Background: an optimization exercise with open tools, aiming at small area, a short achievable clock period and few clock cycles per item. Do not read the settings as production practice. In this exercise RTL edits were held to simulation tests only and were not proved equivalent to the original. Power and IR drop assume default switching activity.

`flow/design.v`:
```
module shift_add_multiplier
#(
    parameter int OPERAND_WIDTH = 32
)
(
    input  logic        flush,
    input  logic        clk,
    input  logic        rst,
    input  logic        start,
    input  logic [1:0]  mul_type,
    input  logic [31:0] a,
    input  logic [31:0] b,
    output logic [63:0] p,
    output logic        done,
    output logic        work
);
    logic [36:0] P_lo;
    logic [27:0] P_hi;
    logic [31:0] S;
    logic [31:0] C;
    logic [3:0] L_s, L_c;
    logic cy;
    logic [3:0] cnt;
    logic busy, last, fin, first;
    logic [1:0] e_one, e_two, e_neg;
    wire load   = start & ~busy & ~last & ~fin;
    wire nfirst = ~first;
    wire [32:0] A = {(mul_type[0] | mul_type[1]) & a[31], a};
    wire [36:0] bext = {{4{(mul_type == 2'b01) & b[31]}}, b, 1'b0};
    wire [31:0] sg = S & {32{nfirst}};
    wire [31:0] cg = C & {32{nfirst}};
    wire [33:0] pp0 = (({34{e_one[0]}} & {A[32], A}) | ({34{e_two[0]}} & {A, 1'b0})) ^ {34{e_neg[0]}};
    wire [33:0] pp1 = (({34{e_one[1]}} & {A[32], A}) | ({34{e_two[1]}} & {A, 1'b0})) ^ {34{e_neg[1]}};
    wire s1 = sg[0] ^ cg[0] ^ e_neg[0];
    wire c2 = (sg[0] & cg[0]) | (sg[0] & e_neg[0]) | (cg[0] & e_neg[0]);
    wire s3 = sg[1] ^ cg[1] ^ pp0[1];
    wire c4 = (sg[1] & cg[1]) | (sg[1] & pp0[1]) | (cg[1] & pp0[1]);
    wire s5 = sg[2] ^ cg[2] ^ e_neg[1];
    wire c6 = (sg[2] & cg[2]) | (sg[2] & e_neg[1]) | (cg[2] & e_neg[1]);
    wire s7 = pp0[2] ^ pp1[0] ^ s5;
    wire c8 = (pp0[2] & pp1[0]) | (pp0[2] & s5) | (pp1[0] & s5);
    wire s9 = sg[3] ^ cg[3] ^ pp0[3];
    wire c10 = (sg[3] & cg[3]) | (sg[3] & pp0[3]) | (cg[3] & pp0[3]);
    wire s11 = pp1[1] ^ c6 ^ s9;
    wire c12 = (pp1[1] & c6) | (pp1[1] & s9) | (c6 & s9);
    wire s13 = sg[4] ^ cg[4] ^ pp0[4];
    wire c14 = (sg[4] & cg[4]) | (sg[4] & pp0[4]) | (cg[4] & pp0[4]);
    wire s15 = pp1[2] ^ c10 ^ s13;
    wire c16 = (pp1[2] & c10) | (pp1[2] & s13) | (c10 & s13);
    wire s17 = sg[5] ^ cg[5] ^ pp0[5];
    wire c18 = (sg[5] & cg[5]) | (sg[5] & pp0[5]) | (cg[5] & pp0[5]);
    wire s19 = pp1[3] ^ c14 ^ s17;
    wire c20 = (pp1[3] & c14) | (pp1[3] & s17) | (c14 & s17);
    wire s21 = sg[6] ^ cg[6] ^ pp0[6];
    wire c22 = (sg[6] & cg[6]) | (sg[6] & pp0[6]) | (cg[6] & pp0[6]);
    wire s23 = pp1[4] ^ c18 ^ s21;
    wire c24 = (pp1[4] & c18) | (pp1[4] & s21) | (c18 & s21);
    wire s25 = sg[7] ^ cg[7] ^ pp0[7];
    wire c26 = (sg[7] & cg[7]) | (sg[7] & pp0[7]) | (cg[7] & pp0[7]);
    wire s27 = pp1[5] ^ c22 ^ s25;
    wire c28 = (pp1[5] & c22) | (pp1[5] & s25) | (c22 & s25);
    wire s29 = sg[8] ^ cg[8] ^ pp0[8];
    wire c30 = (sg[8] & cg[8]) | (sg[8] & pp0[8]) | (cg[8] & pp0[8]);
    wire s31 = pp1[6] ^ c26 ^ s29;
    wire c32 = (pp1[6] & c26) | (pp1[6] & s29) | (c26 & s29);
    wire s33 = sg[9] ^ cg[9] ^ pp0[9];
    wire c34 = (sg[9] & cg[9]) | (sg[9] & pp0[9]) | (cg[9] & pp0[9]);
    wire s35 = pp1[7] ^ c30 ^ s33;
    wire c36 = (pp1[7] & c30) | (pp1[7] & s33) | (c30 & s33);
    wire s37 = sg[10] ^ cg[10] ^ pp0[10];
    wire c38 = (sg[10] & cg[10]) | (sg[10] & pp0[10]) | (cg[10] & pp0[10]);
    wire s39 = pp1[8] ^ c34 ^ s37;
    wire c40 = (pp1[8] & c34) | (pp1[8] & s37) | (c34 & s37);
    wire s41 = sg[11] ^ cg[11] ^ pp0[11];
    wire c42 = (sg[11] & cg[11]) | (sg[11] & pp0[11]) | (cg[11] & pp0[11]);
    wire s43 = pp1[9] ^ c38 ^ s41;
    wire c44 = (pp1[9] & c38) | (pp1[9] & s41) | (c38 & s41);
    wire s45 = sg[12] ^ cg[12] ^ pp0[12];
    wire c46 = (sg[12] & cg[12]) | (sg[12] & pp0[12]) | (cg[12] & pp0[12]);
    wire s47 = pp1[10] ^ c42 ^ s45;
    wire c48 = (pp1[10] & c42) | (pp1[10] & s45) | (c42 & s45);
    wire s49 = sg[13] ^ cg[13] ^ pp0[13];
    wire c50 = (sg[13] & cg[13]) | (sg[13] & pp0[13]) | (cg[13] & pp0[13]);
    wire s51 = pp1[11] ^ c46 ^ s49;
    wire c52 = (pp1[11] & c46) | (pp1[11] & s49) | (c46 & s49);
    wire s53 = sg[14] ^ cg[14] ^ pp0[14];
    wire c54 = (sg[14] & cg[14]) | (sg[14] & pp0[14]) | (cg[14] & pp0[14]);
    wire s55 = pp1[12] ^ c50 ^ s53;
    wire c56 = (pp1[12] & c50) | (pp1[12] & s53) | (c50 & s53);
    wire s57 = sg[15] ^ cg[15] ^ pp0[15];
    wire c58 = (sg[15] & cg[15]) | (sg[15] & pp0[15]) | (cg[15] & pp0[15]);
    wire s59 = pp1[13] ^ c54 ^ s57;
    wire c60 = (pp1[13] & c54) | (pp1[13] & s57) | (c54 & s57);
    wire s61 = sg[16] ^ cg[16] ^ pp0[16];
    wire c62 = (sg[16] & cg[16]) | (sg[16] & pp0[16]) | (cg[16] & pp0[16]);
    wire s63 = pp1[14] ^ c58 ^ s61;
    wire c64 = (pp1[14] & c58) | (pp1[14] & s61) | (c58 & s61);
    wire s65 = sg[17] ^ cg[17] ^ pp0[17];
    wire c66 = (sg[17] & cg[17]) | (sg[17] & pp0[17]) | (cg[17] & pp0[17]);
    wire s67 = pp1[15] ^ c62 ^ s65;
    wire c68 = (pp1[15] & c62) | (pp1[15] & s65) | (c62 & s65);
    wire s69 = sg[18] ^ cg[18] ^ pp0[18];
    wire c70 = (sg[18] & cg[18]) | (sg[18] & pp0[18]) | (cg[18] & pp0[18]);
    wire s71 = pp1[16] ^ c66 ^ s69;
    wire c72 = (pp1[16] & c66) | (pp1[16] & s69) | (c66 & s69);
    wire s73 = sg[19] ^ cg[19] ^ pp0[19];
    wire c74 = (sg[19] & cg[19]) | (sg[19] & pp0[19]) | (cg[19] & pp0[19]);
    wire s75 = pp1[17] ^ c70 ^ s73;
    wire c76 = (pp1[17] & c70) | (pp1[17] & s73) | (c70 & s73);
    wire s77 = sg[20] ^ cg[20] ^ pp0[20];
    wire c78 = (sg[20] & cg[20]) | (sg[20] & pp0[20]) | (cg[20] & pp0[20]);
    wire s79 = pp1[18] ^ c74 ^ s77;
    wire c80 = (pp1[18] & c74) | (pp1[18] & s77) | (c74 & s77);
    wire s81 = sg[21] ^ cg[21] ^ pp0[21];
    wire c82 = (sg[21] & cg[21]) | (sg[21] & pp0[21]) | (cg[21] & pp0[21]);
    wire s83 = pp1[19] ^ c78 ^ s81;
    wire c84 = (pp1[19] & c78) | (pp1[19] & s81) | (c78 & s81);
    wire s85 = sg[22] ^ cg[22] ^ pp0[22];
    wire c86 = (sg[22] & cg[22]) | (sg[22] & pp0[22]) | (cg[22] & pp0[22]);
    wire s87 = pp1[20] ^ c82 ^ s85;
    wire c88 = (pp1[20] & c82) | (pp1[20] & s85) | (c82 & s85);
    wire s89 = sg[23] ^ cg[23] ^ pp0[23];
    wire c90 = (sg[23] & cg[23]) | (sg[23] & pp0[23]) | (cg[23] & pp0[23]);
    wire s91 = pp1[21] ^ c86 ^ s89;
    wire c92 = (pp1[21] & c86) | (pp1[21] & s89) | (c86 & s89);
    wire s93 = sg[24] ^ cg[24] ^ pp0[24];
    wire c94 = (sg[24] & cg[24]) | (sg[24] & pp0[24]) | (cg[24] & pp0[24]);
    wire s95 = pp1[22] ^ c90 ^ s93;
    wire c96 = (pp1[22] & c90) | (pp1[22] & s93) | (c90 & s93);
    wire s97 = sg[25] ^ cg[25] ^ pp0[25];
    wire c98 = (sg[25] & cg[25]) | (sg[25] & pp0[25]) | (cg[25] & pp0[25]);
    wire s99 = pp1[23] ^ c94 ^ s97;
    wire c100 = (pp1[23] & c94) | (pp1[23] & s97) | (c94 & s97);
    wire s101 = sg[26] ^ cg[26] ^ pp0[26];
    wire c102 = (sg[26] & cg[26]) | (sg[26] & pp0[26]) | (cg[26] & pp0[26]);
    wire s103 = pp1[24] ^ c98 ^ s101;
    wire c104 = (pp1[24] & c98) | (pp1[24] & s101) | (c98 & s101);
    wire s105 = sg[27] ^ cg[27] ^ pp0[27];
    wire c106 = (sg[27] & cg[27]) | (sg[27] & pp0[27]) | (cg[27] & pp0[27]);
    wire s107 = pp1[25] ^ c102 ^ s105;
    wire c108 = (pp1[25] & c102) | (pp1[25] & s105) | (c102 & s105);
    wire s109 = sg[28] ^ cg[28] ^ pp0[28];
    wire c110 = (sg[28] & cg[28]) | (sg[28] & pp0[28]) | (cg[28] & pp0[28]);
    wire s111 = pp1[26] ^ c106 ^ s109;
    wire c112 = (pp1[26] & c106) | (pp1[26] & s109) | (c106 & s109);
    wire s113 = sg[29] ^ cg[29] ^ pp0[29];
    wire c114 = (sg[29] & cg[29]) | (sg[29] & pp0[29]) | (cg[29] & pp0[29]);
    wire s115 = pp1[27] ^ c110 ^ s113;
    wire c116 = (pp1[27] & c110) | (pp1[27] & s113) | (c110 & s113);
    wire s117 = sg[30] ^ cg[30] ^ pp0[30];
    wire c118 = (sg[30] & cg[30]) | (sg[30] & pp0[30]) | (cg[30] & pp0[30]);
    wire s119 = pp1[28] ^ c114 ^ s117;
    wire c120 = (pp1[28] & c114) | (pp1[28] & s117) | (c114 & s117);
    wire s121 = sg[31] ^ cg[31] ^ pp0[31];
    wire c122 = (sg[31] & cg[31]) | (sg[31] & pp0[31]) | (cg[31] & pp0[31]);
    wire s123 = pp1[29] ^ c118 ^ s121;
    wire c124 = (pp1[29] & c118) | (pp1[29] & s121) | (c118 & s121);
    wire s125 = nfirst ^ pp0[32] ^ pp1[30];
    wire c126 = (nfirst & pp0[32]) | (nfirst & pp1[30]) | (pp0[32] & pp1[30]);
    wire s127 = c122 ^ s125;
    wire c128 = c122 & s125;
    wire s129 = first ^ ~pp0[33] ^ pp1[31];
    wire c130 = (first & ~pp0[33]) | (first & pp1[31]) | (~pp0[33] & pp1[31]);
    wire s131 = c126 ^ s129;
    wire c132 = c126 & s129;
    wire s133 = ~(pp1[32] ^ c130);
    wire c134 = pp1[32] | c130;
    wire [5:0] lsum1 = {1'b0, {L_s[3], L_s[2], L_s[1], L_s[0]}, 1'b1} + {1'b0, {L_c[3], L_c[2], L_c[1], L_c[0]}, cy};
    wire [4:0] lsum = lsum1[5:1];
    wire [3:0] lo = lsum[3:0];
    wire [32:0] hsum1 = {{S[27], S[26], S[25], S[24], S[23], S[22], S[21], S[20], S[19], S[18], S[17], S[16], S[15], S[14], S[13], S[12], S[11], S[10], S[9], S[8], S[7], S[6], S[5], S[4], S[3], S[2], S[1], S[0]}, {L_s[3], L_s[2], L_s[1], L_s[0]}, 1'b1} + {{C[27], C[26], C[25], C[24], C[23], C[22], C[21], C[20], C[19], C[18], C[17], C[16], C[15], C[14], C[13], C[12], C[11], C[10], C[9], C[8], C[7], C[6], C[5], C[4], C[3], C[2], C[1], C[0]}, {L_c[3], L_c[2], L_c[1], L_c[0]}, cy};
    wire [31:0] hsum = hsum1[32:1];
    wire [4:0] nwin = load ? bext[4:0] : P_lo[8:4];
    always_ff @(posedge clk) begin
        work  <= start & ~rst & ~flush;
        first <= load;
        e_one[0] <= nwin[1] ^ nwin[0];
        e_two[0] <= (nwin[2] & ~nwin[1] & ~nwin[0]) | (~nwin[2] & nwin[1] & nwin[0]);
        e_neg[0] <= nwin[2] & ~(nwin[1] & nwin[0]);
        e_one[1] <= nwin[3] ^ nwin[2];
        e_two[1] <= (nwin[4] & ~nwin[3] & ~nwin[2]) | (~nwin[4] & nwin[3] & nwin[2]);
        e_neg[1] <= nwin[4] & ~(nwin[3] & nwin[2]);
        L_s[0] <= pp0[0];
        L_c[0] <= s1;
        L_s[1] <= c2;
        L_c[1] <= s3;
        L_s[2] <= c4;
        L_c[2] <= s7;
        L_s[3] <= c8;
        L_c[3] <= s11;
        cy <= lsum[4] & nfirst;
        S[0] <= c12;
        S[1] <= c16;
        S[2] <= c20;
        S[3] <= c24;
        S[4] <= c28;
        S[5] <= c32;
        S[6] <= c36;
        S[7] <= c40;
        S[8] <= c44;
        S[9] <= c48;
        S[10] <= c52;
        S[11] <= c56;
        S[12] <= c60;
        S[13] <= c64;
        S[14] <= c68;
        S[15] <= c72;
        S[16] <= c76;
        S[17] <= c80;
        S[18] <= c84;
        S[19] <= c88;
        S[20] <= c92;
        S[21] <= c96;
        S[22] <= c100;
        S[23] <= c104;
        S[24] <= c108;
        S[25] <= c112;
        S[26] <= c116;
        S[27] <= c120;
        S[28] <= c124;
        S[29] <= c128;
        S[30] <= c132;
        S[31] <= ~pp1[33];
        C[0] <= s15;
        C[1] <= s19;
        C[2] <= s23;
        C[3] <= s27;
        C[4] <= s31;
        C[5] <= s35;
        C[6] <= s39;
        C[7] <= s43;
        C[8] <= s47;
        C[9] <= s51;
        C[10] <= s55;
        C[11] <= s59;
        C[12] <= s63;
        C[13] <= s67;
        C[14] <= s71;
        C[15] <= s75;
        C[16] <= s79;
        C[17] <= s83;
        C[18] <= s87;
        C[19] <= s91;
        C[20] <= s95;
        C[21] <= s99;
        C[22] <= s103;
        C[23] <= s107;
        C[24] <= s111;
        C[25] <= s115;
        C[26] <= s119;
        C[27] <= s123;
        C[28] <= s127;
        C[29] <= s131;
        C[30] <= s133;
        C[31] <= c134;
        if (rst || flush) begin
            busy <= 1'b0;
            last <= 1'b0;
            fin  <= 1'b0;
        end else begin
            busy <= load | (busy & (cnt != 4'(8)));
            last <= busy & (cnt == 4'(8));
            fin  <= last | (fin & start);
        end
        if (load) begin
            cnt  <= '0;
            P_lo <= bext;
        end else if (busy | last) begin
            cnt  <= cnt + 1'b1;
            P_lo <= {lo, P_lo[36:4]};
        end
        if (last)
            P_hi <= hsum[31:4];
    end
    assign done = fin;
    assign p    = {P_hi, P_lo[36:1]};
endmodule
```
`flow/flow/run.sh`:
```
#!/bin/bash
# The standard layout, with the port buffers that buffer_ports inserts made
# from the smallest buffer instead of the delay cell it picks by default.
set -euo pipefail
export BUFFER_PORTS_ARGS="-buffer_cell sky130_fd_sc_hd__buf_1"
bash standard.sh > standard_flow.log 2>&1
```
`flow/standard.sh`:
```
#!/bin/bash
# synth_recipe.tcl (not shown) runs the flow's synth.tcl, then flattens the netlist and writes it again
# the make line also repeats each setting of config.mk as NAME=value (left out here)
make -C /OpenROAD-flow-scripts/flow DESIGN_CONFIG=/design/flow/config.mk WORK_HOME=/design/flow/orfs CLKGATE_MAP_FILE= SYNTH_SCRIPT=/design/flow/synth_recipe.tcl "${@:-finish}"
```
`flow/config.mk`:
```
export PLATFORM = sky130hd
export DESIGN_NAME = shift_add_multiplier
export DESIGN_NICKNAME = shift_add_multiplier
export VERILOG_FILES = /design/flow/design.v
export SDC_FILE = /design/flow/constraint.sdc
export NUM_CORES = 4
export LEC_CHECK = 0
export ABC_CLOCK_PERIOD_IN_PS = 2000
export CAP_MARGIN = 20
export CORE_MARGIN = 2
export CORE_UTILIZATION = 40
export CTS_BUF_LIST = sky130_fd_sc_hd__clkbuf_4 sky130_fd_sc_hd__clkbuf_8
export SETUP_SLACK_MARGIN = 3.3
export SLEW_MARGIN = 20
```
`flow/constraint.sdc`:
```
create_clock -name core_clock -period 5.5 [get_ports {clk}]
set_input_delay 1.1000 -clock core_clock [delete_from_list [all_inputs] [get_ports {clk}]]
set_output_delay 1.1000 -clock core_clock [all_outputs]
set_load 0.01 [all_outputs]
```
==> impl_metrics.csv, run 1 <==
group,metric,value,unit
global_routing,grt_max_degree,68,
clocking,path_clk_slew,0.08,ns
global_routing,grt_pass1_vias,6910,
logic_synthesis,synthDistinctLibCells,61,
placement,hpwl,16700,um
logic_synthesis,async_flop_share,0,%
route,drt_iter0_markers,473,
power_and_ir_drop,ir_worst_vdd,0.250,mV
route,routedWlPerCell,17.0,um
run,max_cap_violations,0,
logic_synthesis,avgSynthCellArea,10.5,um2
clocking,htreeDepth,4,
clocking,clk_path_buf_depth,2,
critical_path,crit_fanout,4,
floorplan,ios,136,
cells_and_area,n_antenna_cell,0,
critical_path,end_kind,"register",
global_routing,grt.total_usage,19.1,%
cells_and_area,area_delta_synth_final,22.8,%
clocking,hold_buffers,0,
sta,rsz0062_at_grt,"yes",
logic_synthesis,synthFlopType,"dfxtp_1",
route,ant_nets,0,
route,wl,23300,um
global_routing,antenna_found_initial,1,
clocking,cts_sinks,152,
logic_synthesis,synth_nets,1073,
route,via_per_inst,5.11,
logic_synthesis,synth_area,9490,um2
route,dr.pass1.iters,6,
floorplan,die_w,158,um
logic_synthesis,ys_seq_elements,152,
cells_and_area,final_common_cell,"buf_1",
floorplan,die_area,25000,um2
critical_path,worstSetupStartpointType,"register",
clocking,clkLatencyLatePin,0.46,ns
cells_and_area,utilization,49.8,%
power_and_ir_drop,p_leak,4.63,nW
clocking,cts-buffers-inserted,17,
floorplan,num_rows,56,
outcome,status,"complete, no violations",
floorplan,initial_utilization,40.6,%
critical_path,required,5.70,ns
cells_and_area,final_cell_mix,"buf_1, inv_1, dfxtp_1",
clocking,root_buffer,"clkbuf_8",
sta,period_needed,2.21,ns
logic_synthesis,syn_inst,900,
sta,timing.fmax,0.453,GHz
power_and_ir_drop,p_per_area,588,nW/um2
sta,worstMarginPinSlew,0.909,ns
global_routing,grt_pass1_wl,36700,um
global_routing,gr-total-overflow,0,
sta,finalSetupViolations,0,
hold_path,hold_path_class,"reg2reg",
logic_synthesis,synth_warnings,1,
cells_and_area,fin_nets,1207,
sta,skew,0.0133,ns
floorplan,core_area,23400,um2
route,num_vias,6977,
placement,port_buffers,135,
critical_path,cp_data_arrival_time,2.41,ns
sta,slew_viol_final,0,
route,post-route-drc-count,0,
logic_synthesis,synth_edf_count,64,
critical_path,crit_type,"reg2reg",
sta,finalSetupTns,0,ns
logic_synthesis,ys_seq_area_share,38.8,%
cells_and_area,final_layout_size_suffix_gt1_share,22.1,%
sta,finalHoldViolCount,0,
placement,gp_congestion,0.835,
floorplan,die_y,158,um
sta,slew_headroom,39.3,%
sta,final.period_utilization,40.2,%
clocking,cts_tree,"done",
routing by layer:
layer | vias to the layer above | track usage (%) | routed length [um]
met5 | - | 0 | 13
met4 | 2 | 5.06 | 277
met3 | 22 | 5.26 | 1540
met2 | 187 | 28.0 | 10300
met1 | 3384 | 27.7 | 11200
li1 | 3382 | - | -
cell families (layout without fill, tap and decap cells):
kind of cell	Yosys count	in the layout	share of synthesized area (%)
buffers and inverters	140	285	5.71
adder cells (fa/ha/maj)	103	103	18.7
XOR/XNOR	100	100	9.23
multiplexers	5	5	0.540
flip-flops	152	152	38.8
AO/OA/AOI/OAI	220	220	16.8
AND/OR/NAND/NOR	180	182	10.2
stage by stage:
stage / instances / instance area (um2) / total power [mW] / setup WS [ns] / hold WS, ns
after global placement: 1306 / 10400 / 5.34 / 2.44 / 0.483
after floorplan: 900 / 9660 / 4.51 / 3.06 / 0.462
after global routing: 1366 / 11700 / 7.46 / 3.21 / 0.524
final: 1366 / 11700 / 6.85 / 3.29 / 0.504
after detailed placement: 1306 / 10400 / 5.36 / 2.39 / 0.491
after CTS: 1361 / 11200 / 6.49 / 3.29 / 0.505
synthesized netlist by cell type (3+ instances only):
cell	count	area share [%]
a221oi_2	3	0.47
o21bai_1	4	0.32
buf_2	13	0.69
o211ai_1	9	0.71
fa_1	65	14
xnor2_1	85	7.8
edfxtp_1	64	20
a21oi_2	5	0.46
a22o_1	32	3.0
inv_1	86	3.4
dfxtp_1	88	19
clkbuf_1	35	1.4
o21ai_1	4	0.21
a21oi_1	40	2.1
nor2b_1	6	0.40
nand2b_1	65	4.3
a22oi_1	62	4.9
o21ai_0	24	1.3
a211oi_1	3	0.24
buf_1	5	0.20
a21o_1	8	0.63
a31oi_1	5	0.33
nand2_1	41	1.6
ha_1	38	5.0
nand3_1	9	0.47
o31ai_1	3	0.24
nor3_1	11	0.58
mux2i_1	4	0.42
xor2_1	15	1.4
nand4_1	7	0.46
nor2_1	24	0.95
final timing paths:
path                from      end  slack, ns  cells after the start
setup / recovery  L_s[0]  P_hi[9]       3.29                      8
hold / removal    cnt[0]   cnt[0]       0.50                      1
setup reg to reg  L_s[0]  P_hi[9]       3.29                      8
hold reg to reg   cnt[0]   cnt[0]       0.50                      1
worst max-delay path, stage by stage, from the launching register on:
cell and delay [ns]:
dfxtp_2 0.35, inv_2 0.04, fa_2 0.38, nand2b_4 0.16
a21oi_4 0.14, o211ai_1 0.23, o31ai_4 0.41, buf_4 0.19
xor2_2 0.06
layout make-up:
cell class	instances	area [um2]
clock buffer	19	255
clock inverter	13	141
fill	2190	11700
inverter	87	334
multi-input combinational	610	5910
sequential	152	3710
tap	319	399
timing repair buffer	166	902
power breakdown:
part / total, mW / switching, mW / internal [mW]
clock: 0.871 / 0.445 / 0.426
combinational: 4.04 / 2.26 / 1.78
sequential: 1.95 / 0.279 / 1.67
total: 6.85 / 2.98 / 3.87
sequential cells by signal, indices dropped and copies added, names as in the netlist:
register / flops
C: 32
L_c: 4
L_s: 4
P_hi: 28
P_lo: 36
S: 32
busy: 1
cnt: 4
cy: 1
e_neg: 2
e_one: 2
e_two: 2
fin: 1
first: 1
last: 1
work: 1
repair_timing:
action                     in CTS  in global routing
resized for setup              51                110
cloned                          2                  0
setup endpoints to repair      94                 73
pin swaps                      20                 66
buffers inserted               21                  5
Testbench counts, summed over its fixed seeds: cycles 9,984, items 768.
==> run 2: changes to the inputs <==
==> flow/flow/run.sh (replaced) <==
#!/bin/bash
# The standard layout, with the port buffers that buffer_ports inserts made
# from the smallest buffer instead of the delay cell it picks by default, and
# clock-tree sinks clustered into larger groups.
set -euo pipefail
export BUFFER_PORTS_ARGS="-buffer_cell sky130_fd_sc_hd__buf_1"
export CTS_ARGS="-sink_clustering_enable -repair_clock_nets -sink_clustering_size 40 -sink_clustering_max_diameter 150 -buf_list sky130_fd_sc_hd__clkbuf_8"
bash standard.sh > standard_flow.log 2>&1
==> run 2 against run 1 <==
Compared with the run above: die area unchanged; critical endpoint is now P_hi[13]; clock power decreased by 0.7%; wire length decreased by 0.17%; sequential cell count unchanged; largest power group unchanged; via count decreased by 0.13%.
==> impl_metrics.csv, run 2 <==
group,metric,value,unit
route,drt_iter0_markers,476,
critical_path,crit_type,"reg2reg",
logic_synthesis,yosysTopAreaCellShare,20.2,%
hold_path,whs_path_depth,1,
sta,finalSetupViolations,0,
cells_and_area,final_layout_size_suffix_gt1_share,22.0,%
cells_and_area,n_antenna_cell,0,
power_and_ir_drop,p_leak,4.64,nW
sta,skew,0.0151,ns
global_routing,grt_max_degree,68,
placement,port_buffers,135,
route,post-route-drc-count,0,
placement,dp_cells,1306,
clocking,path_clk_slew,0.08,ns
sta,timing.fmax,0.453,GHz
logic_synthesis,synth_edf_count,64,
power_and_ir_drop,finalPower,6.84,mW
critical_path,end_kind,"register",
critical_path,crit_fanout,4,
floorplan,die_w,158,um
logic_synthesis,muxShareOfSynthArea,0.540,%
clocking,root_buffer,"clkbuf_8",
clocking,clk_path_buf_depth,2,
clocking,cts_tree,"done",
sta,finalSetupTns,0,ns
logic_synthesis,synth_top_family_by_area,"adder cells",
cells_and_area,final_common_cell,"buf_1",
logic_synthesis,async_flop_share,0,%
logic_synthesis,synthXorXnorAreaFrac,9.23,%
critical_path,rr_worst_depth,8,
hold_path,hold_path_class,"reg2reg",
cells_and_area,largest-register,"P_lo",
cells_and_area,fillers,2190,
route,routedWlPerCell,17.0,um
logic_synthesis,post-synth-top-count-cell,"dfxtp_1",
logic_synthesis,synth_warnings,1,
cells_and_area,biggestRegsByFlops,"P_lo: 36 flops, C: 32 flops, S: 32 flops",
cells_and_area,final_area,11700,um2
sta,slew_viol_final,0,
sta,rsz0062_at_grt,"yes",
clocking,htreeDepth,4,
sta,slew_headroom,38.3,%
cells_and_area,area_delta_synth_final,22.7,%
logic_synthesis,yosys-top-cells-area,"edfxtp_1, dfxtp_1, fa_1",
clocking,cts_sinks,152,
global_routing,grt_pass1_vias,6915,
cells_and_area,utilization,49.8,%
global_routing,antenna_found_initial,1,
critical_path,worstSetupStartpointType,"register",
global_routing,gr-total-overflow,0,
outcome,status,"complete, no violations",
sta,final.period_utilization,40.2,%
global_routing,grt.total_usage,19.1,%
sta,worstMarginPinSlew,0.925,ns
power_and_ir_drop,ir_worst_vdd,0.249,mV
cells_and_area,fin_nets,1207,
logic_synthesis,synthFlopType,"dfxtp_1",
placement,gp_congestion,0.835,
logic_synthesis,syn_inst,900,
route,num_vias,6968,
route,via_per_inst,5.10,
logic_synthesis,avgSynthCellArea,10.5,um2
route,wl,23200,um
logic_synthesis,synth_nets,1073,
cells_and_area,largest_reg_flops,36,
logic_synthesis,synth-adder-area-share,18.7,%
logic_synthesis,ys_seq_elements,152,
placement,hpwl,16700,um
floorplan,die_y,158,um
logic_synthesis,ys_seq_area_share,38.8,%
logic_synthesis,synth_area,9490,um2
cells_and_area,finalNonFillerCells,1366,
floorplan,core_area,23400,um2
logic_synthesis,synth_compound_area_share,16.8,%
floorplan,die_area,25000,um2
floorplan,num_rows,56,
sta,period_needed,2.21,ns
clocking,cts-buffers-inserted,17,
route,dr.pass1.iters,5,
logic_synthesis,synth_commonest_cells,"dfxtp_1, inv_1, xnor2_1",
run,max_cap_violations,0,
route,ant_nets,0,
placement,placed_area,10400,um2
logic_synthesis,synthDistinctLibCells,61,
global_routing,grt_pass1_wl,36700,um
floorplan,ios,136,
power_and_ir_drop,p_per_area,587,nW/um2
placement,preCtsSetupSlack,2.39,ns
sta,finalHoldViolCount,0,
sta,fin_hold_ws,0.503,ns
logic_synthesis,synth_top_area_cell,"edfxtp_1",
sta,worst_slack,3.29,ns
critical_path,required,5.70,ns
logic_synthesis,synth-simple-area-share,10.2,%
cells_and_area,final_cell_mix,"buf_1, inv_1, dfxtp_1",
clocking,clkLatencyLatePin,0.46,ns
critical_path,cp_data_arrival_time,2.41,ns
floorplan,initial_utilization,40.6,%
## run 2: cell counts after synthesis
No cell type changed its count.
## run 2: path summary, 6_finish.rpt
kind	slack (ns)	start	end
worst max register to register	3.29	L_s[0]	P_hi[13]
worst max-delay path	3.29	L_s[0]	P_hi[13]
worst min register to register	0.50	cnt[0]	cnt[0]
worst min-delay path	0.50	cnt[0]	cnt[0]
## run 2: final cells by class
class                      instances  area, um2  share of cell area [%]
timing repair buffer             166        902                    7.74
clock buffer                      18        248                    2.13
multi-input combinational        610       5910                    50.7
inverter                          87        334                    2.87
tap                              319        399                    3.43
sequential                       152       3710                    31.9
clock inverter                    14        145                    1.25
## run 2: logic make-up after synthesis
family,after synthesis
AO/OA/AOI/OAI,220
AND/OR/NAND/NOR,180
flip-flops,152
buffers and inverters,140
adder cells (fa/ha/maj),103
XOR/XNOR,100
multiplexers,5
## run 2: timing repair
item | in CTS | in global routing
hold buffers | 0 | 0
cloned | 2 | 0
gates resized for setup | 51 | 110
setup endpoints to repair | 94 | 73
setup buffers | 21 | 5
pin swaps | 20 | 66
## run 2: routing by layer
layer | global-route usage (%) | vias up | share of wire, %
met1 | 27.7 | 3361 | 48
met2 | 28.0 | 203 | 44
met4 | 5.06 | 2 | 1.1
met5 | 0 | - | 0.056
met3 | 5.26 | 22 | 6.9
li1 | - | 3380 | -
## run 2: worst max-delay path, cell delays in order, from the launching register on
cell and delay (ns):
dfxtp_2 0.35, inv_2 0.04, fa_2 0.38, nand2b_4 0.16, a21oi_4 0.14, o211ai_1 0.23
o31ai_4 0.41, a21oi_2 0.11, xnor2_1 0.14
## run 2: power breakdown
group / internal, mW / switching, mW / total [mW]
Clock: 0.419 / 0.446 / 0.865
Sequential: 1.67 / 0.279 / 1.95
Combinational: 1.78 / 2.25 / 4.03
Total: 3.87 / 2.98 / 6.84

separate check: timing with driven ports:
How much do the figures lean on ideal ports? The routed layouts below were timed once more, with nothing changed but the port constraints. Step 1 sets driving cells, clkbuf_16 on the clock port and buf_2 on the other inputs (assumed; they add their load-dependent delay and slew). Step 2 also shifts input and output timing later by t, the mid clock arrival at the registers, as if the neighbouring blocks saw the same clock. Slacks: no drivers / after step 1 / after step 2; pairs: no drivers / after step 1.
run	t, ns	slack for setup (ns)	hold WS [ns]	clock arrival spread, ns	cell pins on the clock port's net
run 1	0.491	3.292 / 3.280 / 2.820	0.504 / 0.504 / 0.504	0.014 / 0.013	1
run 2	0.492	3.291 / 3.273 / 2.820	0.503 / 0.503 / 0.503	0.015 / 0.015	1
After both steps every run listed still meets setup and hold. The setup slack of run 1, which loses most, moves by -0.012 ns with the drivers and by -0.472 ns with both steps.
